From an optimization exercise on the open Yosys and OpenROAD flow, aimed at small area and a short achievable clock period; shortcuts taken in it are not production practice.
At most, simulation tests tie the RTL to the original design; equivalence was not proved.
For runs 2 and 4, only the layout was checked, not whether the RTL still works.
No activity file was given, so power comes from the tool's default toggle rates.

==> flow/design.v (outline; a module is shown in full before it is edited, if it fits) <==
// module control: 15 lines
// module ieeesub_pre: 25 lines
// module ieeesub_post: 21 lines
// module as_add25: 188 lines
// module align: 16 lines
// module mul_tree: 928 lines
// module ieeemul_pre: 15 lines
// module ieeemul_post: 12 lines
// module mul_lo23: 148 lines
// module mul_hi25: 188 lines
// module ieeedivision: 15 lines
// module div_add25: 164 lines
// module ieecomp: 17 lines
// module finalmux_pre: 26 lines
// module finalmux_post: 14 lines
// module FPU: 30 lines
module FPU(
    input clk,
    input [31:0] A,
    input [31:0] B,
    input [2:0] OPC,
    output [31:0] OUT,
    output AEB,
    output ALB,
    output AGB
    );
  // ...
==> flow/flow/run.sh <==
#!/bin/bash
# Standard layout (the standard.sh: standard synthesis, floorplan, place,
# CTS, route, finish) with two changes to how timing is repaired:
#  - port buffers are buf_2 cells instead of the slow delay-buffer cell the
#    resizer picks by default (every input and output still gets a buffer);
#  - timing repair aims at 5 ns of setup slack.
# The design is still laid out and signed off at the design's clock period.
# make's full output goes to layout.log; each ORFS step logs under orfs/logs.
set -euo pipefail
bash standard.sh SETUP_SLACK_MARGIN=5 \
  "BUFFER_PORTS_ARGS=-buffer_cell sky130_fd_sc_hd__buf_2" finish > layout.log 2>&1
==> flow/standard.sh <==
#!/bin/bash
# synth_recipe.tcl (not shown) runs the flow's synth.tcl, then flattens the netlist and writes it again
# the make line also repeats each setting of config.mk as NAME=value (left out here)
make -C /OpenROAD-flow-scripts/flow DESIGN_CONFIG=/design/flow/config.mk WORK_HOME=/design/flow/orfs CLKGATE_MAP_FILE= SYNTH_SCRIPT=/design/flow/synth_recipe.tcl "${@:-finish}"
==> flow/config.mk <==
export PLATFORM = sky130hd
export DESIGN_NAME = FPU
export DESIGN_NICKNAME = FPU
export VERILOG_FILES = /design/flow/design.v
export SDC_FILE = /design/flow/constraint.sdc
export NUM_CORES = 4
export LEC_CHECK = 0
export CAP_MARGIN = 0
export CORE_MARGIN = 2
export CORE_UTILIZATION = 40
export SETUP_SLACK_MARGIN = 5
export SLEW_MARGIN = 0
==> flow/constraint.sdc <==
create_clock -name core_clock -period 13.0 [get_ports {clk}]
set_input_delay 2.6000 -clock core_clock [delete_from_list [all_inputs] [get_ports {clk}]]
set_output_delay 2.6000 -clock core_clock [all_outputs]
set_load 0.01 [all_outputs]
==> reports/results.tsv, run 1 <==
metric	value	unit
Synth area leader	fa_1	
Sink Count	65	
Gate power share	88.8	%
Slowest-stage cell, CP	fa_2	
WL final	108100	µm
hold path endpoint	x1.q_st[34]$_DFF_P_	
Initial DRC Count	3099	
Sequential Power Share	6.5	%
status	finished clean	
Compound-Gate Fraction of Synth Area	22.96	%
Final HPWL DP	76350	µm
Setup-failing EPs final	0	
vias per cell	6.118	
CTS tree	built	
CP startpoint	A[23]	
RSZ-0062 raised after global routing	true	
met2 wire length	45540	µm
uppermost routed layer	met5	
Worst setup EP type	flop	
xor and xnor fraction of the mapped netlist area	12.28	%
Ant. Diodes	1	
Post-synth EDFFs	0	
NumNets Final	3888	
max-slew violation count	0	
most flop-heavy register	x1.q_st	
biggest area contributors in the synthesized netlist	fa_1 21%, xnor2_1 11%, ha_1 9.8%, inv_1 5.5%, dfxtp_1 4.9%	
post-synthesis sequential area ratio	4.919	%
Seq area share	4.601	%
Final Critical Period	7792	ps
setup bufs post-CTS	8	
fin cells	4210	
die area	68200	µm²
fin util	43.10	%
Area-dominant class	multi-input gates	
area post-placement	27550	µm²
Slew HR	28.65	%
CP Depth	24	
CP bufs+invs	4	
antenna violations before repair	4	
worst min-delay path class	primary input to flop	
Simple-Gate Fraction of Synth Area	12.80	%
DRT Pass-1 Iters	6	
Int Power	0.002479	W
Hold WS	2494	ps
root buffer cell	clkbuf_16	
==> module ieeesub_post, before the edit <==
module ieeesub_post(
    input [34:0] st,
    output [31:0] out
    );
wire [24:0] s = st[24:0];
wire [7:0] e = st[32:25];
wire sign = st[33];
wire effsub = st[34];
wire [22:0] am = s[24] ? s[23:1] : s[22:0];
wire [7:0]  ae = e + {7'd0, s[24]};
reg [4:0] lz;
integer i;
always @* begin
    lz = 5'd0;
    for (i = 1; i <= 23; i = i + 1)
        if (s[i]) lz = 5'd23 - i[4:0];
end
wire [23:0] sl = s[23:0] << lz;
wire [7:0]  se = e - {3'd0, lz};
assign out = effsub ? {sign, se, sl[22:0]} : {sign, ae, am};
endmodule
==> module ieeemul_post, before the edit <==
module ieeemul_post(
    input [59:0] st,
    output [31:0] ans
    );
wire [24:0] p;   
wire p_co;
mul_hi25 hc(st[24:0], st[49:25], st[50], p, p_co);
wire [7:0] eb = st[58:51];
wire [7:0] e = eb + {7'd0, p[24]};
wire [22:0] m = p[24] ? p[23:1] : p[22:0];
assign ans = {st[59], e, m};
endmodule
==> run 2, diff against run 1 <==
--- a/flow/design.v
+++ b/flow/design.v
@@ -47,7 +47,8 @@
 wire sign = st[33];
 wire effsub = st[34];
 wire [22:0] am = s[24] ? s[23:1] : s[22:0];
-wire [7:0]  ae = e + {7'd0, s[24]};
+wire [7:0]  e1 = e + 8'd1;
+wire [7:0]  ae = s[24] ? e1 : e;
 reg [4:0] lz;
 integer i;
 always @* begin
@@ -1214,7 +1215,8 @@
 wire p_co;
 mul_hi25 hc(st[24:0], st[49:25], st[50], p, p_co);
 wire [7:0] eb = st[58:51];
-wire [7:0] e = eb + {7'd0, p[24]};
+wire [7:0] eb1 = eb + 8'd1;    
+wire [7:0] e = p[24] ? eb1 : eb;
 wire [22:0] m = p[24] ? p[23:1] : p[22:0];
 assign ans = {st[59], e, m};
 endmodule
--- a/flow/config.mk
+++ b/flow/config.mk
@@ -5,8 +5,8 @@
 export SDC_FILE = /design/flow/constraint.sdc
 export NUM_CORES = 4
 export LEC_CHECK = 0
-export CAP_MARGIN = 0
+export CAP_MARGIN = 20
 export CORE_MARGIN = 2
 export CORE_UTILIZATION = 40
 export SETUP_SLACK_MARGIN = 5
-export SLEW_MARGIN = 0
+export SLEW_MARGIN = 20
==> reports/results.tsv, run 2 <==
metric	value	unit	change
status	finished clean		unchanged
Synth area leader	fa_1		unchanged
fmax	0.1285	GHz	was 0.1283 GHz
Initial DRC Count	3095		was 3,099
Layout area overhead	7.580	%	was 6.930%
Die X	261.9	µm	was 261.2 µm
switching share of power	57.61	%	was 57.51%
Post-synth ARST share	0	%	unchanged
antenna violations before repair	4		unchanged
CTS Buf Count	9		unchanged
Post-synth EDFFs	0		unchanged
Final Critical Period	7781	ps	was 7792 ps
Starting Density	40.40	%	was 40.31%
dpl cells	4240		was 4,178
Crit Path Max Fanout	25		was 14
Worst setup EP type	flop		unchanged
largest family of logic cells by synthesized area	adder cells		unchanged
largest registers	x1.q_st (60), x1.q_flg (3), x1.q_tag (2)		unchanged
Worst-Margin Slew	997.7	ps	was 1067 ps
Tcrit/Tclk final	59.85	%	was 59.94%
port bufs	102		unchanged
vias in the first global route	25232		was 24,341
Reg area	1303	µm²	was 1301 µm²
commonest non-fill, non-tap cell in the layout	inv_1		unchanged
net count after synthesis	4005		was 3,958
GPL Wtd Cong	0.9648		was 0.9672
pin count of the biggest net entering global routing	81		was 57
top-area cell type share of the netlist area	20.54	%	was 20.66%
mux contribution to synthesized area	5.901	%	was 6.334%
Synth Instances	3459		was 3,410
fin util	43.46	%	was 43.10%
Lkg Pwr	12.41	nW	was 12.19 nW
endpoints failing hold	0		unchanged
critical path type	primary input to flop		unchanged
post-synthesis adder-cell area fraction	30.33	%	was 30.64%
max-slew violation count	0		unchanged
Int Power	0.002431	W	was 0.002479 W
H-tree depth	3		unchanged
most frequent cells in the layout	374 x inv_1, 349 x nand2_1, 299 x xnor2_1, 270 x fa_1, 243 x o21ai_0		was 384 x inv_1, 329 x xnor2_1, 323 x nand2_1, 271 x fa_1, 239 x o21ai_0
commonest cells in the netlist	374 x inv_1, 350 x nand2_1, 302 x xnor2_1, 273 x fa_1, 243 x o21ai_0		was 386 x inv_1, 331 x xnor2_1, 324 x nand2_1, 273 x fa_1, 244 x o21ai_0
biggest area contributors in the synthesized netlist	fa_1 21%, xnor2_1 9.9%, ha_1 9.6%, inv_1 5.3%, nand2_1 4.9%		was fa_1 21%, xnor2_1 11%, ha_1 9.8%, inv_1 5.5%, dfxtp_1 4.9%
clock power share	5.0	%	was 4.6%
root buffer cell	clkbuf_16		unchanged
yosys warns	3		unchanged
post-route cell area	28630	µm²	was 28,280 µm²
max reg flops	60		unchanged
NetSw	0.003304	W	was 0.003356 W
Setup crit start kind	primary input		unchanged
DRT Pass-1 Iters	8		was 6
WP data required	13250	ps	was 13,180 ps
maximum VDD drop	241.3	µV	was 249.0 µV
fillers	6716		was 6,729
arrival time at the worst endpoint	8030	ps	was 7980 ps
Compound-Gate Fraction of Synth Area	22.74	%	was 22.96%
share of cells above drive strength 1	10.05	%	was 9.836%
Top Ports	103		unchanged
Max Cap Violations	0		unchanged
area taken by multi-input logic gates	22980	µm²	was 22,690 µm²
NumNets Final	3943		was 3,888
first-pass GRT wire length	160800	µm	was 159,300 µm
vias per cell	6.135		was 6.118
hold_buf cts	0		unchanged
synthesized cell area	26610	µm²	was 26,450 µm²
core area	65860	µm²	was 65,630 µm²
area post-placement	27830	µm²	was 27,550 µm²
total grt overflow	0		unchanged
Gate power share	87.9	%	was 88.8%
synthesized area per cell	7.693	µm²	was 7.757 µm²
Setup-failing EPs final	0		unchanged
die height	261.9	µm	was 261.2 µm
final worst setup slack	5219	ps	was 5208 ps
wire per inst	25.33	µm	was 25.69 µm
Synth cell types	91		was 93
Sink Count	65		unchanged
top_reg_cell synth	dfxtp_1		unchanged
post-route DRC violation count	0		unchanged
site row count	94		unchanged
worst min-delay path class	primary input to flop		unchanged
Simple-Gate Fraction of Synth Area	13.64	%	was 12.80%
total negative slack	0	ps	unchanged
post-synthesis sequential area ratio	4.890	%	was 4.919%
Final HPWL DP	76330	µm	was 76,350 µm
dpl ws	3467	ps	was 3131 ps
WL final	108100	µm	about the same
die area	68600	µm²	was 68,200 µm²
CTS tree	built		unchanged
most flop-heavy register	x1.q_st		unchanged
fin cells	4267		was 4,210
GRT Total Usage	31.15	%	was 31.06%
Bufs on Longest Clock Path	2		unchanged
register bit total from synthesis	65		unchanged
Final ANT Viol Nets	0		unchanged
pwr dens	200.3	nW/µm²	was 206.3 nW/µm²
Slew HR	33.48	%	was 28.65%
Vias	26176		was 25,758
RSZ-0062 raised after global routing	true		unchanged
most frequent cell after synthesis	inv_1		unchanged
Sequential Power Share	7.1	%	was 6.5%
clk slew on worst S/H paths	100	ps	was 60 ps
xor and xnor fraction of the mapped netlist area	12.67	%	was 12.28%
-- run 2: power by group through the flow --
stage          registers, W  logic [W]  clock network (W)
5_1_grt            0.000407    0.00554           0.000298
2_1_floorplan      0.000298    0.00325                  0
3_3_place_gp       0.000404    0.00481                  0
6_report           0.000405    0.00504           0.000286
3_5_place_dp       0.000402    0.00484                  0
4_1_cts            0.000398    0.00490           0.000285
-- run 2: logic make-up after synthesis --
kind of cell,count (synthesis)
DFF,65
adders and majority gates,482
muxes,128
AOI/OAI and AO/OA,924
xor gates and xnor gates,382
buffers and inverters,671
and+or+nand+nor,807
-- run 2: cell type report --
cell class | count | share of cell area [%]
Antenna cell | 1 | 0.008742
Inverter | 387 | 5.136
Clock inverter | 7 | 0.3584
Tap cell | 864 | 3.776
Sequential cell | 65 | 4.550
Clock buffer | 9 | 0.7867
Timing Repair Buffer | 211 | 5.092
Multi-Input combinational cell | 2723 | 80.29
-- run 2: metrics by stage --
stage / hold slack, ps / total power (W)
floorplan: 2749 / 0.003552
global placement: 2895 / 0.005217
CTS: 2514 / 0.005579
global route: 2541 / 0.006246
finish: 2525 / 0.005735
detailed placement: 2906 / 0.005241
-- run 2: layer usage --
layer	global-route usage (%)	vias to the layer above	wire length, µm
met3	7.340	357	11800
met1	40.85	12602	43400
met4	13.62	8	5728
met2	48.91	1595	47120
li1	-	11614	-
met5	0	-	50
-- run 2: path summary, 6_finish.rpt --
kind                  startpoint                  end  cells after the start
worst max-delay path        A[0]  x1.q_st[24]$_DFF_P_                     25
worst min-delay path      OPC[2]  x1.q_st[34]$_DFF_P_                      2
-- run 2: timing repair --
| item | 4_1_cts | 5_1_grt |
|---|---|---|
| pin swaps | 1 | 6 |
| setup buffers | 2 | 6 |
| resized for setup | 22 | 61 |
| setup endpoints to repair | 22 | 15 |
| gates cloned | 0 | 1 |
-- run 2: worst max-delay path, cell delays in order --
cell and delay [ps]:
buf_2 90, buf_4 410, clkinv_2 320, ha_1 280, nor2b_1 110, o21a_1 120, o21ai_0 80, nand2_1 80
a41oi_1 220, o311a_4 470, nor2_4 180, o21ai_4 130, a2bb2oi_1 200, fa_1 400, fa_2 390, nor2b_2 160
o31ai_2 100, a211oi_2 350, nor3b_2 250, o2111ai_1 200, a31oi_2 290, a31oi_1 170, o211ai_1 140, xor2_1 170
o221ai_1 110
==> run 3, diff against run 2 <==
--- a/flow/design.v
+++ b/flow/design.v
@@ -47,8 +47,7 @@
 wire sign = st[33];
 wire effsub = st[34];
 wire [22:0] am = s[24] ? s[23:1] : s[22:0];
-wire [7:0]  e1 = e + 8'd1;
-wire [7:0]  ae = s[24] ? e1 : e;
+wire [7:0]  ae = e + {7'd0, s[24]};
 reg [4:0] lz;
 integer i;
 always @* begin
@@ -1215,8 +1214,7 @@
 wire p_co;
 mul_hi25 hc(st[24:0], st[49:25], st[50], p, p_co);
 wire [7:0] eb = st[58:51];
-wire [7:0] eb1 = eb + 8'd1;    
-wire [7:0] e = p[24] ? eb1 : eb;
+wire [7:0] e = eb + {7'd0, p[24]};
 wire [22:0] m = p[24] ? p[23:1] : p[22:0];
 assign ans = {st[59], e, m};
 endmodule
==> flow/flow/run.sh (replaced) <==
#!/bin/bash
set -euo pipefail
bash standard.sh SETUP_SLACK_MARGIN=6 \
  "BUFFER_PORTS_ARGS=-buffer_cell sky130_fd_sc_hd__buf_2" finish > layout.log 2>&1
==> reports/results.tsv, run 3 <==
metric	value	unit	change
status	finished clean		unchanged
Synth Instances	3410		was 3,459
RSZ-0062 raised after global routing	true		unchanged
biggest area contributors in the synthesized netlist	fa_1 21%, xnor2_1 11%, ha_1 9.8%, inv_1 5.5%, dfxtp_1 4.9%		was fa_1 21%, xnor2_1 9.9%, ha_1 9.6%, inv_1 5.3%, nand2_1 4.9%
Post-synth ARST share	0	%	unchanged
synthesized cell area	26450	µm²	was 26,610 µm²
Starting Density	40.31	%	was 40.40%
NumNets Final	4026		was 3,943
max-slew violation count	0		unchanged
share of cells above drive strength 1	17.66	%	was 10.05%
met2 Track Usage GR	48.49	%	was 48.91%
Bufs on Longest Clock Path	2		unchanged
Worst setup EP type	flop		unchanged
register bit total from synthesis	65		unchanged
Worst-Margin Slew	1099	ps	was 997.7 ps
WL final	116400	µm	was 108,100 µm
critical path type	primary input to flop		unchanged
dpl ws	4042	ps	was 3467 ps
Hold WS	2462	ps	was 2525 ps
Slew HR	26.52	%	was 33.48%
Setup crit start kind	primary input		unchanged
Sink Count	65		unchanged
worst min-delay path class	primary input to flop		unchanged
commonest cells in the netlist	386 x inv_1, 331 x xnor2_1, 324 x nand2_1, 273 x fa_1, 244 x o21ai_0		was 374 x inv_1, 350 x nand2_1, 302 x xnor2_1, 273 x fa_1, 243 x o21ai_0
final worst setup slack	5616	ps	was 5219 ps
top_reg_cell synth	dfxtp_1		unchanged
endpoints failing hold	0		unchanged
Lkg Pwr	13.20	nW	was 12.41 nW
GR Util met3	7.859	%	was 7.340%
Synth cell types	93		was 91
port bufs	102		unchanged
antenna violations before repair	3		was 4
total grt overflow	0		unchanged
GR Util met1	44.45	%	was 40.85%
clk slew on worst S/H paths	60	ps	was 100 ps
most flop-heavy register	x1.q_st		unchanged
core area	65630	µm²	was 65,860 µm²
maximum VDD drop	226.8	µV	was 241.3 µV
Vias	26994		was 26,176
vias per cell	6.208		was 6.135
yosys warns	3		unchanged
H-tree depth	3		unchanged
Top Ports	103		unchanged
top-area cell type share of the netlist area	20.66	%	was 20.54%
vias in the first global route	25353		was 25,232
CTS Buf Count	9		unchanged
max reg flops	60		unchanged
pwr dens	201.2	nW/µm²	was 200.3 nW/µm²
GRT busiest layer	met2		unchanged
net count after synthesis	3958		was 4,005
Final ANT Viol Nets	0		unchanged
wire per inst	26.77	µm	was 25.33 µm
fin cells	4348		was 4,267
Crit Path Max Fanout	6		was 25
Max Cap Violations	0		unchanged
pin count of the biggest net entering global routing	61		was 81
post-route DRC violation count	0		unchanged
first-pass GRT wire length	166800	µm	was 160,800 µm
Tcrit/Tclk final	56.80	%	was 59.85%
GPL Wtd Cong	0.9744		was 0.9648
dpl cells	4167		was 4,240
most frequent cells in the layout	349 x inv_1, 321 x xnor2_1, 318 x nand2_1, 252 x fa_1, 221 x o21ai_0		was 374 x inv_1, 349 x nand2_1, 299 x xnor2_1, 270 x fa_1, 243 x o21ai_0
Initial DRC Count	3480		was 3,095
fmax	0.1354	GHz	was 0.1285 GHz
Post-synth EDFFs	0		unchanged
Final Critical Period	7384	ps	was 7781 ps
Layout area overhead	16.97	%	was 7.580%
die height	261.2	µm	was 261.9 µm
Synth area leader	fa_1		unchanged
WP data required	13190	ps	was 13,250 ps
Setup-failing EPs final	0		unchanged
commonest non-fill, non-tap cell in the layout	inv_1		unchanged
Die X	261.2	µm	was 261.9 µm
total negative slack	0	ps	unchanged
CTS tree	built		unchanged
largest registers	x1.q_st (60), x1.q_flg (3), x1.q_tag (2)		unchanged
Final HPWL DP	77290	µm	was 76,330 µm
synthesized area per cell	7.757	µm²	was 7.693 µm²
fillers	6477		was 6,716
DRT Pass-1 Iters	11		was 8
site row count	94		unchanged
post-synthesis sequential area ratio	4.919	%	was 4.890%
most frequent cell after synthesis	inv_1		unchanged
die area	68200	µm²	was 68,600 µm²
root buffer cell	clkbuf_16		unchanged
arrival time at the worst endpoint	7580	ps	was 8030 ps
hold_buf cts	0		unchanged
GRT Total Usage	32.83	%	was 31.15%
-- run 3: cell count changes in the layout (fill, tap and decap cells not counted), moves of 19 or more --
| cell | change |
|---|---|
| buf_12 | +22 |
| buf_4 | +70 |
| buf_6 | +27 |
| clkinvlp_4 | +20 |
| inv_1 | -25 |
| nand2_1 | -31 |
| nand3_1 | +19 |
| o21ai_0 | -22 |
| xnor2_1 | +22 |
| xor2_1 | -39 |
-- run 3: kinds of logic (layout without fill, tap and decap cells) --
| group | count (synthesis) | in the layout | synth area share, % |
|---|---|---|---|
| buffers and inverters | 679 | 752 | 10.06 |
| DFF | 65 | 65 | 4.919 |
| and+or+nand+nor | 751 | 751 | 12.80 |
| other | 0 | 1 | 0 |
| AOI/OAI and AO/OA | 922 | 922 | 22.96 |
| muxes | 137 | 137 | 6.334 |
| adders and majority gates | 485 | 485 | 30.64 |
| xor gates and xnor gates | 371 | 371 | 12.28 |
-- run 3: per-stage QoR --
stage / power (W) / utilization (%) / area, µm²
after CTS: 0.005986 / 45.19 / 29660
final: 0.006227 / 47.14 / 30940
after detailed placement: 0.005488 / 42.12 / 27640
after floorplan: 0.003672 / - / 26870
after global routing: 0.006706 / 47.14 / 30940
after global placement: 0.005464 / 42.12 / 27640
-- run 3: critical path, stage by stage --
cell and delay, ps:
buf_12 120, inv_12 40, ha_4 140, inv_2 40
fa_2 560, buf_12 140, buf_8 140, buf_4 110
mux4_2 320, mux2i_4 200, mux2i_4 120, xnor2_1 150
a22oi_1 230, o21ai_1 90, mux2_4 270, fa_2 340
fa_2 380, nor2b_4 130, o31a_1 170, o221a_4 220
o21ai_4 100, o21bai_4 130, a21o_1 150, fa_2 430
a22oi_1 150, o21ai_1 80
-- run 3: layer usage --
layer	vias up	part of all wire [%]
li1	11770	-
met1	12932	40
met2	1849	42
met3	441	12
met4	2	6.5
met5	-	0.011
-- run 3: where the power goes --
group	leakage (nW)	internal, W	total, W	switching, W
clock	0.139	0.000149	0.000248	0.0000990
sequential	0.538	0.000257	0.000388	0.000131
combinational	12.5	0.00228	0.00559	0.00332
-- run 3: path summary, 6_finish.rpt --
kind	startpoint	end	slack [ps]	cells past startpoint
worst min-delay path	OPC[2]	x1.q_st[34]$_DFF_P_	2460	2
worst max-delay path	A[23]	x1.q_st[16]$_DFF_P_	5620	26
-- run 3: layout make-up --
class | count | area [µm²] | area share (%)
flip-flops and latches | 65 | 1314 | 4.246
multi-input cells | 2666 | 23430 | 75.74
repair buffers | 337 | 3158 | 10.21
well taps | 864 | 1081 | 3.494
clock buffers | 10 | 229.0 | 0.7401
inverters | 399 | 1655 | 5.350
diodes | 1 | 2.502 | 0.008088
clock inverters | 6 | 67.56 | 0.2184
-- run 3: repair_timing --
item	CTS	global route
gates resized for setup	196	189
pin swaps	60	95
gates cloned	10	6
endpoints found under the hold margin	0	0
endpoints found under the setup margin	49	37
setup buffers	91	57
==> module ieeemul_pre, before the edit <==
module ieeemul_pre(
    input [31:0] A,
    input [31:0] B,
    output [59:0] st,
    output zero
    );
wire [47:0] r0, r1;
mul_tree t({1'b1, A[22:0]}, {1'b1, B[22:0]}, r0, r1);
wire [22:0] lo;
wire cin;
mul_lo23 lc(r0[22:0], r1[22:0], 1'b0, lo, cin);
wire [7:0] eb = A[30:23] + B[30:23] + 8'd129;
assign zero = (A == 32'd0) | (B == 32'd0);
assign st = {A[31] ^ B[31], eb, cin, r1[47:23], r0[47:23]};
endmodule
==> module ieeedivision, before the edit <==
module ieeedivision(
    input [31:0] A,
    input [31:0] B,
    output [31:0] out
    );
wire [23:0] a = {1'b1, A[22:0]};
wire [24:0] a3;
wire a3_co;
div_add25 ad({1'b0, a}, {a, 1'b0}, 1'b0, a3, a3_co);
wire q2 = B[22:0] > 23'd2796202;    
wire q4 = B[22:0] == 23'd0;
wire [22:0] m = q2 ? a[23:1] : (q4 ? a[22:0] : a3[24:2]);
wire [7:0] e = A[30:23] - B[30:23] + 8'd127;
assign out = {A[31] ^ B[31], e, m};
endmodule
==> module finalmux_pre, before the edit <==
module finalmux_pre(
    input [2:0] opc,
    input [34:0] st_as,
    input [59:0] st_mul,
    input mul_zero,
    input [31:0] div_r,
    input ceq,
    input clt,
    input cgt,
    output reg [59:0] st,
    output reg [1:0] tag,
    output [2:0] flg
    );
always @* begin
    st = 60'd0;
    tag = 2'd0;
    case (opc)
        3'd0, 3'd1: begin st = {25'd0, st_as}; tag = 2'd2; end
        3'd2: if (!mul_zero) begin st = st_mul; tag = 2'd1; end
        3'd3: st = {28'd0, div_r};
        default: ;
    endcase
end
wire is_cmp = (opc == 3'd4);
assign flg = {is_cmp & ceq, is_cmp & clt, is_cmp & cgt};
endmodule
==> module FPU, before the edit <==
module FPU(
    input clk,
    input [31:0] A,
    input [31:0] B,
    input [2:0] OPC,
    output [31:0] OUT,
    output AEB,
    output ALB,
    output AGB
    );
wire gt, eq;
wire ceq, clt, cgt;
wire [59:0] st_mul;
wire [34:0] st_as;
wire [31:0] o_div;
wire mul_zero;
wire [59:0] d_st, q_st;
wire [1:0] d_tag, q_tag;
wire [2:0] d_flg, q_flg;
wire [31:0] p_mul, p_as;
ieecomp      x6(A, B, gt, eq, ceq, clt, cgt);
ieeesub_pre  x2(OPC[0], A, B, gt, eq, st_as);
ieeemul_pre  x4(A, B, st_mul, mul_zero);
ieeedivision x5(A, B, o_div);
finalmux_pre x7(OPC, st_as, st_mul, mul_zero, o_div, ceq, clt, cgt, d_st, d_tag, d_flg);
control      x1(clk, d_st, d_tag, d_flg, q_st, q_tag, q_flg);
ieeemul_post x8(q_st, p_mul);
ieeesub_post x9(q_st[34:0], p_as);
finalmux_post x10(q_tag, q_st[31:0], p_mul, p_as, q_flg, OUT, AEB, ALB, AGB);
endmodule
==> run 4, diff against run 3 <==
--- a/flow/design.v
+++ b/flow/design.v
@@ -1194,28 +1194,33 @@
 module ieeemul_pre(
     input [31:0] A,
     input [31:0] B,
+    input div3,
+    input [7:0] ediv,
     output [59:0] st,
     output zero
     );
+wire [22:0] bm = div3 ? {1'b1, 22'd0} : B[22:0];
 wire [47:0] r0, r1;
-mul_tree t({1'b1, A[22:0]}, {1'b1, B[22:0]}, r0, r1);
+mul_tree t({1'b1, A[22:0]}, {1'b1, bm}, r0, r1);
 wire [22:0] lo;
 wire cin;
 mul_lo23 lc(r0[22:0], r1[22:0], 1'b0, lo, cin);
-wire [7:0] eb = A[30:23] + B[30:23] + 8'd129;
+wire [7:0] eb = div3 ? ediv : A[30:23] + B[30:23] + 8'd129;
 assign zero = (A == 32'd0) | (B == 32'd0);
 assign st = {A[31] ^ B[31], eb, cin, r1[47:23], r0[47:23]};
 endmodule
 module ieeemul_post(
     input [59:0] st,
+    input fix,       
     output [31:0] ans
     );
 wire [24:0] p;   
 wire p_co;
 mul_hi25 hc(st[24:0], st[49:25], st[50], p, p_co);
 wire [7:0] eb = st[58:51];
-wire [7:0] e = eb + {7'd0, p[24]};
-wire [22:0] m = p[24] ? p[23:1] : p[22:0];
+wire top = p[24] | fix;
+wire [7:0] e = eb + {7'd0, top};
+wire [22:0] m = top ? p[23:1] : p[22:0];
 assign ans = {st[59], e, m};
 endmodule
 module mul_lo23(input [22:0] x, input [22:0] y, input ci, output [22:0] s, output co);
@@ -1557,182 +1562,19 @@
 module ieeedivision(
     input [31:0] A,
     input [31:0] B,
-    output [31:0] out
+    output [31:0] out,
+    output q3,
+    output [7:0] ediv
     );
 wire [23:0] a = {1'b1, A[22:0]};
-wire [24:0] a3;
-wire a3_co;
-div_add25 ad({1'b0, a}, {a, 1'b0}, 1'b0, a3, a3_co);
 wire q2 = B[22:0] > 23'd2796202;    
 wire q4 = B[22:0] == 23'd0;
-wire [22:0] m = q2 ? a[23:1] : (q4 ? a[22:0] : a3[24:2]);
+assign q3 = ~q2 & ~q4;
+wire [22:0] m = q2 ? a[23:1] : a[22:0];
 wire [7:0] e = A[30:23] - B[30:23] + 8'd127;
+assign ediv = A[30:23] - B[30:23] + 8'd126;
 assign out = {A[31] ^ B[31], e, m};
 endmodule
-module div_add25(input [24:0] x, input [24:0] y, input ci, output [24:0] s, output co);
-wire a_g0_0 = x[0] & y[0];
-wire a_p0_0 = x[0] ^ y[0];
-wire a_g1_1 = x[1] & y[1];
-wire a_p1_1 = x[1] ^ y[1];
-wire a_g2_2 = x[2] & y[2];
-wire a_p2_2 = x[2] ^ y[2];
-wire a_g3_3 = x[3] & y[3];
-wire a_p3_3 = x[3] ^ y[3];
-wire a_g4_4 = x[4] & y[4];
-wire a_p4_4 = x[4] ^ y[4];
-wire a_g5_5 = x[5] & y[5];
-wire a_p5_5 = x[5] ^ y[5];
-wire a_g6_6 = x[6] & y[6];
-wire a_p6_6 = x[6] ^ y[6];
-wire a_g7_7 = x[7] & y[7];
-wire a_p7_7 = x[7] ^ y[7];
-wire a_g8_8 = x[8] & y[8];
-wire a_p8_8 = x[8] ^ y[8];
-wire a_g9_9 = x[9] & y[9];
-wire a_p9_9 = x[9] ^ y[9];
-wire a_g10_10 = x[10] & y[10];
-wire a_p10_10 = x[10] ^ y[10];
-wire a_g11_11 = x[11] & y[11];
-wire a_p11_11 = x[11] ^ y[11];
-wire a_g12_12 = x[12] & y[12];
-wire a_p12_12 = x[12] ^ y[12];
-wire a_g13_13 = x[13] & y[13];
-wire a_p13_13 = x[13] ^ y[13];
-wire a_g14_14 = x[14] & y[14];
-wire a_p14_14 = x[14] ^ y[14];
-wire a_g15_15 = x[15] & y[15];
-wire a_p15_15 = x[15] ^ y[15];
-wire a_g16_16 = x[16] & y[16];
-wire a_p16_16 = x[16] ^ y[16];
-wire a_g17_17 = x[17] & y[17];
-wire a_p17_17 = x[17] ^ y[17];
-wire a_g18_18 = x[18] & y[18];
-wire a_p18_18 = x[18] ^ y[18];
-wire a_g19_19 = x[19] & y[19];
-wire a_p19_19 = x[19] ^ y[19];
-wire a_g20_20 = x[20] & y[20];
-wire a_p20_20 = x[20] ^ y[20];
-wire a_g21_21 = x[21] & y[21];
-wire a_p21_21 = x[21] ^ y[21];
-wire a_g22_22 = x[22] & y[22];
-wire a_p22_22 = x[22] ^ y[22];
-wire a_g23_23 = x[23] & y[23];
-wire a_p23_23 = x[23] ^ y[23];
-wire a_g24_24 = x[24] & y[24];
-wire a_p24_24 = x[24] ^ y[24];
-wire a_g0c = a_g0_0 | (a_p0_0 & ci);
-wire a_G1 = a_g1_1 | (a_p1_1 & a_g0c);
-wire a_P1 = a_p1_1 & a_p0_0;
-wire a_G2 = a_g3_3 | (a_p3_3 & a_g2_2);
-wire a_P2 = a_p3_3 & a_p2_2;
-wire a_G3 = a_g5_5 | (a_p5_5 & a_g4_4);
-wire a_P3 = a_p5_5 & a_p4_4;
-wire a_G4 = a_g7_7 | (a_p7_7 & a_g6_6);
-wire a_P4 = a_p7_7 & a_p6_6;
-wire a_G5 = a_g9_9 | (a_p9_9 & a_g8_8);
-wire a_P5 = a_p9_9 & a_p8_8;
-wire a_G6 = a_g11_11 | (a_p11_11 & a_g10_10);
-wire a_P6 = a_p11_11 & a_p10_10;
-wire a_G7 = a_g13_13 | (a_p13_13 & a_g12_12);
-wire a_P7 = a_p13_13 & a_p12_12;
-wire a_G8 = a_g15_15 | (a_p15_15 & a_g14_14);
-wire a_P8 = a_p15_15 & a_p14_14;
-wire a_G9 = a_g17_17 | (a_p17_17 & a_g16_16);
-wire a_P9 = a_p17_17 & a_p16_16;
-wire a_G10 = a_g19_19 | (a_p19_19 & a_g18_18);
-wire a_P10 = a_p19_19 & a_p18_18;
-wire a_G11 = a_g21_21 | (a_p21_21 & a_g20_20);
-wire a_P11 = a_p21_21 & a_p20_20;
-wire a_G12 = a_g23_23 | (a_p23_23 & a_g22_22);
-wire a_P12 = a_p23_23 & a_p22_22;
-wire a_G13 = a_G2 | (a_P2 & a_G1);
-wire a_P13 = a_P2 & a_P1;
-wire a_G14 = a_G4 | (a_P4 & a_G3);
-wire a_P14 = a_P4 & a_P3;
-wire a_G15 = a_G6 | (a_P6 & a_G5);
-wire a_P15 = a_P6 & a_P5;
-wire a_G16 = a_G8 | (a_P8 & a_G7);
-wire a_P16 = a_P8 & a_P7;
-wire a_G17 = a_G10 | (a_P10 & a_G9);
-wire a_P17 = a_P10 & a_P9;
-wire a_G18 = a_G12 | (a_P12 & a_G11);
-wire a_P18 = a_P12 & a_P11;
-wire a_G19 = a_G14 | (a_P14 & a_G13);
-wire a_P19 = a_P14 & a_P13;
-wire a_G20 = a_G16 | (a_P16 & a_G15);
-wire a_P20 = a_P16 & a_P15;
-wire a_G21 = a_G18 | (a_P18 & a_G17);
-wire a_P21 = a_P18 & a_P17;
-wire a_G22 = a_G20 | (a_P20 & a_G19);
-wire a_P22 = a_P20 & a_P19;
-wire a_G23 = a_G21 | (a_P21 & a_G22);
-wire a_P23 = a_P21 & a_P22;
-wire a_G24 = a_G15 | (a_P15 & a_G19);
-wire a_P24 = a_P15 & a_P19;
-wire a_G25 = a_G17 | (a_P17 & a_G22);
-wire a_P25 = a_P17 & a_P22;
-wire a_G26 = a_G3 | (a_P3 & a_G13);
-wire a_P26 = a_P3 & a_P13;
-wire a_G27 = a_G5 | (a_P5 & a_G19);
-wire a_P27 = a_P5 & a_P19;
-wire a_G28 = a_G7 | (a_P7 & a_G24);
-wire a_P28 = a_P7 & a_P24;
-wire a_G29 = a_G9 | (a_P9 & a_G22);
-wire a_P29 = a_P9 & a_P22;
-wire a_G30 = a_G11 | (a_P11 & a_G25);
-wire a_P30 = a_P11 & a_P25;
-wire a_G31 = a_g2_2 | (a_p2_2 & a_G1);
-wire a_P31 = a_p2_2 & a_P1;
-wire a_G32 = a_g4_4 | (a_p4_4 & a_G13);
-wire a_P32 = a_p4_4 & a_P13;
-wire a_G33 = a_g6_6 | (a_p6_6 & a_G26);
-wire a_P33 = a_p6_6 & a_P26;
-wire a_G34 = a_g8_8 | (a_p8_8 & a_G19);
-wire a_P34 = a_p8_8 & a_P19;
-wire a_G35 = a_g10_10 | (a_p10_10 & a_G27);
-wire a_P35 = a_p10_10 & a_P27;
-wire a_G36 = a_g12_12 | (a_p12_12 & a_G24);
-wire a_P36 = a_p12_12 & a_P24;
-wire a_G37 = a_g14_14 | (a_p14_14 & a_G28);
-wire a_P37 = a_p14_14 & a_P28;
-wire a_G38 = a_g16_16 | (a_p16_16 & a_G22);
-wire a_P38 = a_p16_16 & a_P22;
-wire a_G39 = a_g18_18 | (a_p18_18 & a_G29);
-wire a_P39 = a_p18_18 & a_P29;
-wire a_G40 = a_g20_20 | (a_p20_20 & a_G25);
-wire a_P40 = a_p20_20 & a_P25;
-wire a_G41 = a_g22_22 | (a_p22_22 & a_G30);
-wire a_P41 = a_p22_22 & a_P30;
-wire a_G42 = a_g24_24 | (a_p24_24 & a_G23);
-wire a_P42 = a_p24_24 & a_P23;
-wire a_s0 = a_p0_0 ^ ci;
-wire a_s1 = a_p1_1 ^ a_g0c;
-wire a_s2 = a_p2_2 ^ a_G1;
-wire a_s3 = a_p3_3 ^ a_G31;
-wire a_s4 = a_p4_4 ^ a_G13;
-wire a_s5 = a_p5_5 ^ a_G32;
-wire a_s6 = a_p6_6 ^ a_G26;
-wire a_s7 = a_p7_7 ^ a_G33;
-wire a_s8 = a_p8_8 ^ a_G19;
-wire a_s9 = a_p9_9 ^ a_G34;
-wire a_s10 = a_p10_10 ^ a_G27;
-wire a_s11 = a_p11_11 ^ a_G35;
-wire a_s12 = a_p12_12 ^ a_G24;
-wire a_s13 = a_p13_13 ^ a_G36;
-wire a_s14 = a_p14_14 ^ a_G28;
-wire a_s15 = a_p15_15 ^ a_G37;
-wire a_s16 = a_p16_16 ^ a_G22;
-wire a_s17 = a_p17_17 ^ a_G38;
-wire a_s18 = a_p18_18 ^ a_G29;
-wire a_s19 = a_p19_19 ^ a_G39;
-wire a_s20 = a_p20_20 ^ a_G25;
-wire a_s21 = a_p21_21 ^ a_G40;
-wire a_s22 = a_p22_22 ^ a_G30;
-wire a_s23 = a_p23_23 ^ a_G41;
-wire a_s24 = a_p24_24 ^ a_G23;
-assign s = {a_s24, a_s23, a_s22, a_s21, a_s20, a_s19, a_s18, a_s17, a_s16, a_s15, a_s14, a_s13, a_s12, a_s11, a_s10, a_s9, a_s8, a_s7, a_s6, a_s5, a_s4, a_s3, a_s2, a_s1, a_s0};
-assign co = a_G42;
-endmodule
 module ieecomp(
     input [31:0] A,
     input [31:0] B,
@@ -1756,6 +1598,7 @@
     input [59:0] st_mul,
     input mul_zero,
     input [31:0] div_r,
+    input div_q3,
     input ceq,
     input clt,
     input cgt,
@@ -1769,7 +1612,8 @@
     case (opc)
         3'd0, 3'd1: begin st = {25'd0, st_as}; tag = 2'd2; end
         3'd2: if (!mul_zero) begin st = st_mul; tag = 2'd1; end
-        3'd3: st = {28'd0, div_r};
+        3'd3: if (div_q3) begin st = st_mul; tag = 2'd3; end
+              else st = {28'd0, div_r};
         default: ;
     endcase
 end
@@ -1806,17 +1650,19 @@
 wire [34:0] st_as;
 wire [31:0] o_div;
 wire mul_zero;
+wire div_q3;
+wire [7:0] div_e;
 wire [59:0] d_st, q_st;
 wire [1:0] d_tag, q_tag;
 wire [2:0] d_flg, q_flg;
 wire [31:0] p_mul, p_as;
 ieecomp      x6(A, B, gt, eq, ceq, clt, cgt);
 ieeesub_pre  x2(OPC[0], A, B, gt, eq, st_as);
-ieeemul_pre  x4(A, B, st_mul, mul_zero);
-ieeedivision x5(A, B, o_div);
-finalmux_pre x7(OPC, st_as, st_mul, mul_zero, o_div, ceq, clt, cgt, d_st, d_tag, d_flg);
+ieeemul_pre  x4(A, B, OPC == 3'd3, div_e, st_mul, mul_zero);
+ieeedivision x5(A, B, o_div, div_q3, div_e);
+finalmux_pre x7(OPC, st_as, st_mul, mul_zero, o_div, div_q3, ceq, clt, cgt, d_st, d_tag, d_flg);
 control      x1(clk, d_st, d_tag, d_flg, q_st, q_tag, q_flg);
-ieeemul_post x8(q_st, p_mul);
+ieeemul_post x8(q_st, q_tag[1], p_mul);
 ieeesub_post x9(q_st[34:0], p_as);
 finalmux_post x10(q_tag, q_st[31:0], p_mul, p_as, q_flg, OUT, AEB, ALB, AGB);
 endmodule
==> flow/flow/run.sh (replaced) <==
#!/bin/bash
# Standard layout (the standard.sh: standard synthesis, floorplan, place,
# CTS, route, finish) with two changes to how timing is repaired:
#  - port buffers are buf_2 cells instead of the slow delay-buffer cell the
#    resizer picks by default (every input and output still gets a buffer);
#  - timing repair aims at 5 ns of setup slack.
# The design is still laid out and signed off at the design's clock period.
# make's full output goes to layout.log; each ORFS step logs under orfs/logs.
set -euo pipefail
bash standard.sh SETUP_SLACK_MARGIN=5 \
  "BUFFER_PORTS_ARGS=-buffer_cell sky130_fd_sc_hd__buf_2" finish > layout.log 2>&1
==> reports/results.tsv, run 4 <==
metric	value	unit	change
status	finished clean		unchanged
DRT Pass-1 Iters	10		was 11
Die X	276.4	µm	was 261.2 µm
Sink Count	65		unchanged
Max Cap Violations	0		unchanged
worst min-delay path class	primary input to flop		unchanged
most frequent cell after synthesis	o21ai_0		was inv_1
mux contribution to synthesized area	6.025	%	was 6.334%
biggest area contributors in the synthesized netlist	fa_1 18%, o21ai_0 9.1%, ha_1 7.0%, nand2_1 5.6%, a22oi_1 5.3%		was fa_1 21%, xnor2_1 11%, ha_1 9.8%, inv_1 5.5%, dfxtp_1 4.9%
WL final	135100	µm	was 116,400 µm
total negative slack	0	ps	unchanged
Top Ports	103		unchanged
Post-synth ARST share	0	%	unchanged
most frequent cells in the layout	534 x o21ai_0, 437 x nand2_1, 408 x nor2_1, 391 x inv_1, 260 x a21oi_1		was 349 x inv_1, 321 x xnor2_1, 318 x nand2_1, 252 x fa_1, 221 x o21ai_0
die height	276.4	µm	was 261.2 µm
GPL Wtd Cong	1.001		was 0.9744
critical path type	primary input to flop		unchanged
vias per cell	6.575		was 6.208
RSZ-0062 raised after global routing	false		was true
Worst setup EP type	flop		unchanged
pwr dens	167.3	nW/µm²	was 201.2 nW/µm²
fmax	0.1251	GHz	was 0.1354 GHz
CTS tree	built		unchanged
Compound-Gate Fraction of Synth Area	32.04	%	was 22.96%
Final ANT Viol Nets	0		unchanged
endpoints failing hold	0		unchanged
antenna violations before repair	4		was 3
Final HPWL DP	94160	µm	was 77,290 µm
post-route DRC violation count	0		unchanged
Vias	33800		was 26,994
wire per inst	26.28	µm	was 26.77 µm
dpl cells	5035		was 4,167
port bufs	102		unchanged
largest family of logic cells by synthesized area	compound AO/OA/AOI/OAI gates		was adder cells
core area	73210	µm²	was 65,630 µm²
Crit Path Max Fanout	33		was 6
Final Critical Period	7993	ps	was 7384 ps
WP data required	13260	ps	was 13,190 ps
H-tree depth	3		unchanged
first-pass GRT wire length	197200	µm	was 166,800 µm
max reg flops	60		unchanged
CTS Buf Count	9		unchanged
GRT Total Usage	33.15	%	was 32.83%
Starting Density	40.53	%	was 40.31%
Setup-failing EPs final	0		unchanged
Simple-Gate Fraction of Synth Area	17.06	%	was 12.80%
die area	76380	µm²	was 68,200 µm²
net count after synthesis	4804		was 3,958
total grt overflow	0		unchanged
yosys warns	3		unchanged
largest registers	x1.q_st (60), x1.q_flg (3), x1.q_tag (2)		unchanged
Post-synth EDFFs	0		unchanged
Synth area leader	fa_1		unchanged
commonest cells in the netlist	542 x o21ai_0, 442 x nand2_1, 414 x nor2_1, 402 x inv_1, 360 x clkbuf_1		was 386 x inv_1, 331 x xnor2_1, 324 x nand2_1, 273 x fa_1, 244 x o21ai_0
root buffer cell	clkbuf_16		unchanged
arrival time at the worst endpoint	8250	ps	was 7580 ps
register bit total from synthesis	65		unchanged
site row count	99		was 94
maximum VDD drop	258.8	µV	was 226.8 µV
Tcrit/Tclk final	61.48	%	was 56.80%
Setup crit start kind	primary input		unchanged
max-slew violation count	0		unchanged
Worst-Margin Slew	1166	ps	was 1099 ps
post-synthesis sequential area ratio	4.385	%	was 4.919%
Tot Pwr	0.005411	W	was 0.006227 W
Layout area overhead	9.019	%	was 16.97%
Bufs on Longest Clock Path	2		unchanged
vias in the first global route	30612		was 25,353
share of cells above drive strength 1	11.77	%	was 17.66%
post-synthesis adder-cell area fraction	25.59	%	was 30.64%
commonest non-fill, non-tap cell in the layout	o21ai_0		was inv_1
fin util	44.19	%	was 47.14%
most flop-heavy register	x1.q_st		unchanged
Initial DRC Count	5017		was 3,480
pin count of the biggest net entering global routing	60		was 61
top_reg_cell synth	dfxtp_1		unchanged
Synth Instances	4308		was 3,410
fin cells	5141		was 4,348
Slew HR	21.27	%	was 26.52%
xor and xnor fraction of the mapped netlist area	3.744	%	was 12.28%
top-area cell type share of the netlist area	17.61	%	was 20.66%
Lkg Pwr	14.01	nW	was 13.20 nW
synthesized cell area	29670	µm²	was 26,450 µm²
synthesized area per cell	6.888	µm²	was 7.757 µm²
NumNets Final	4672		was 4,026
clk slew on worst S/H paths	60	ps	about the same
Synth cell types	99		was 93
run 4: changes by cell type after synthesis, sizes merged, moves of 27 or more:
cell and delta:
a21oi +72, a221oi +31, nor2 +221, o22ai +34, ha -40, nand2 +119
o21ai +293, a2bb2oi -83, a22oi +165, clkbuf +167, xnor2 -231, or2 +27
run 4: path summary, 6_finish.rpt:
kind,start,end,depth (start not counted)
setup / recovery,A[22],x1.q_st[12]$_DFF_P_,17
hold / removal,A[31],x1.q_flg[1]$_DFF_P_,3
run 4: kinds of logic after synthesis:
kind of cell / after synthesis
AO/OA/AOI/OAI: 1500
XOR/XNOR: 126
adder cells (fa/ha/maj): 456
buffers and inverters: 864
flip-flops: 65
multiplexers: 140
AND/OR/NAND/NOR: 1157
run 4: final cells by class:
type,count,area (µm²)
fill,7653,40860
multi-input combinational,3380,25400
timing repair buffer,303,2539
inverter,414,1612
sequential,65,1304
tap,959,1200
clock buffer,9,225.2
clock inverter,7,47.55
timing repair inverter,3,17.52
antenna,1,2.502
run 4: stage by stage:
step	area, µm²	hold WS (ps)	setup slack, ps
finish	32350	2573	5007
global placement	30560	2923	3315
global route	32350	2586	4940
floorplan	29710	2669	5012
CTS	31180	2542	4930
detailed placement	30560	2925	3162
run 4: critical path: stages:
cell and delay [ps]:
buf_2 500, buf_4 530, inv_1 80, buf_4 230, nand2_1 110, nor2_1 50, o311ai_1 870, buf_4 250
fa_1 430, fa_1 470, fa_1 560, inv_1 50, fa_1 470, inv_1 50, fa_1 490, a221o_1 370
o221ai_1 70
run 4: what timing repair did:
| action | in CTS | in global routing |
|---|---|---|
| setup endpoints to repair | 24 | 15 |
| gates cloned | 4 | 13 |
| hold buffers | 0 | 0 |
| setup buffers | 14 | 58 |
| pin swaps | 3 | 22 |
| gates resized for setup | 50 | 125 |
run 4: power breakdown:
group	internal, W	switching (W)
Combinational	0.00186	0.00294
Clock	0.000128	0.0000971
Sequential	0.000257	0.000129
Total	0.00224	0.00317
run 4: metal layers:
metal  routed length [µm]  vias up  track usage [%]  part of all wire [%]
met5                   16        -                0                 0.012
met4                 9998        2            17.84                   7.4
met3                14920      513            4.994                    11
met2                58130     2362            51.64                    43
met1                52020    16046            44.16                    39
li1                     -    14877                -                     -

==> port drivers added, routing unchanged <==
Ports are ideal in the flow. The routed layouts listed here were re-timed in OpenROAD.
Step 1: set_driving_cell puts a clkbuf_16 on clk and a buf_2 on each other input, an assumption about the parent block.
Step 2 times the ports against the registers' clock, not the clock port: input delays grow and output delays shrink by t, the midpoint of the rising clock arrivals with the driver on.
a / b / c = ideal / step 1 / step 2; a / b = the first two.
| run | shift t [ns] | slack for setup (ns) | hold slack, ns | clock arrival spread, ns | cell pins on the clock port's net |
|---|---|---|---|---|---|
| run 1 | 0.391 | 5.208 / 5.227 / 4.836 | 2.494 / 2.491 / 2.882 | 0.016 / 0.016 | 1 |
| run 2 | 0.423 | 5.219 / 5.245 / 4.822 | 2.525 / 2.526 / 2.949 | 0.039 / 0.040 | 1 |
| run 3 | 0.399 | 5.616 / 5.614 / 5.214 | 2.462 / 2.454 / 2.853 | 0.023 / 0.023 | 1 |
| run 4 | 0.391 | 5.007 / 5.028 / 4.637 | 2.573 / 2.554 / 2.945 | 0.010 / 0.010 | 1 |
After both steps every run listed still meets setup and hold. For run 3, which loses most, drivers alone change the setup slack by -0.002 ns; drivers and shift together by -0.402 ns.
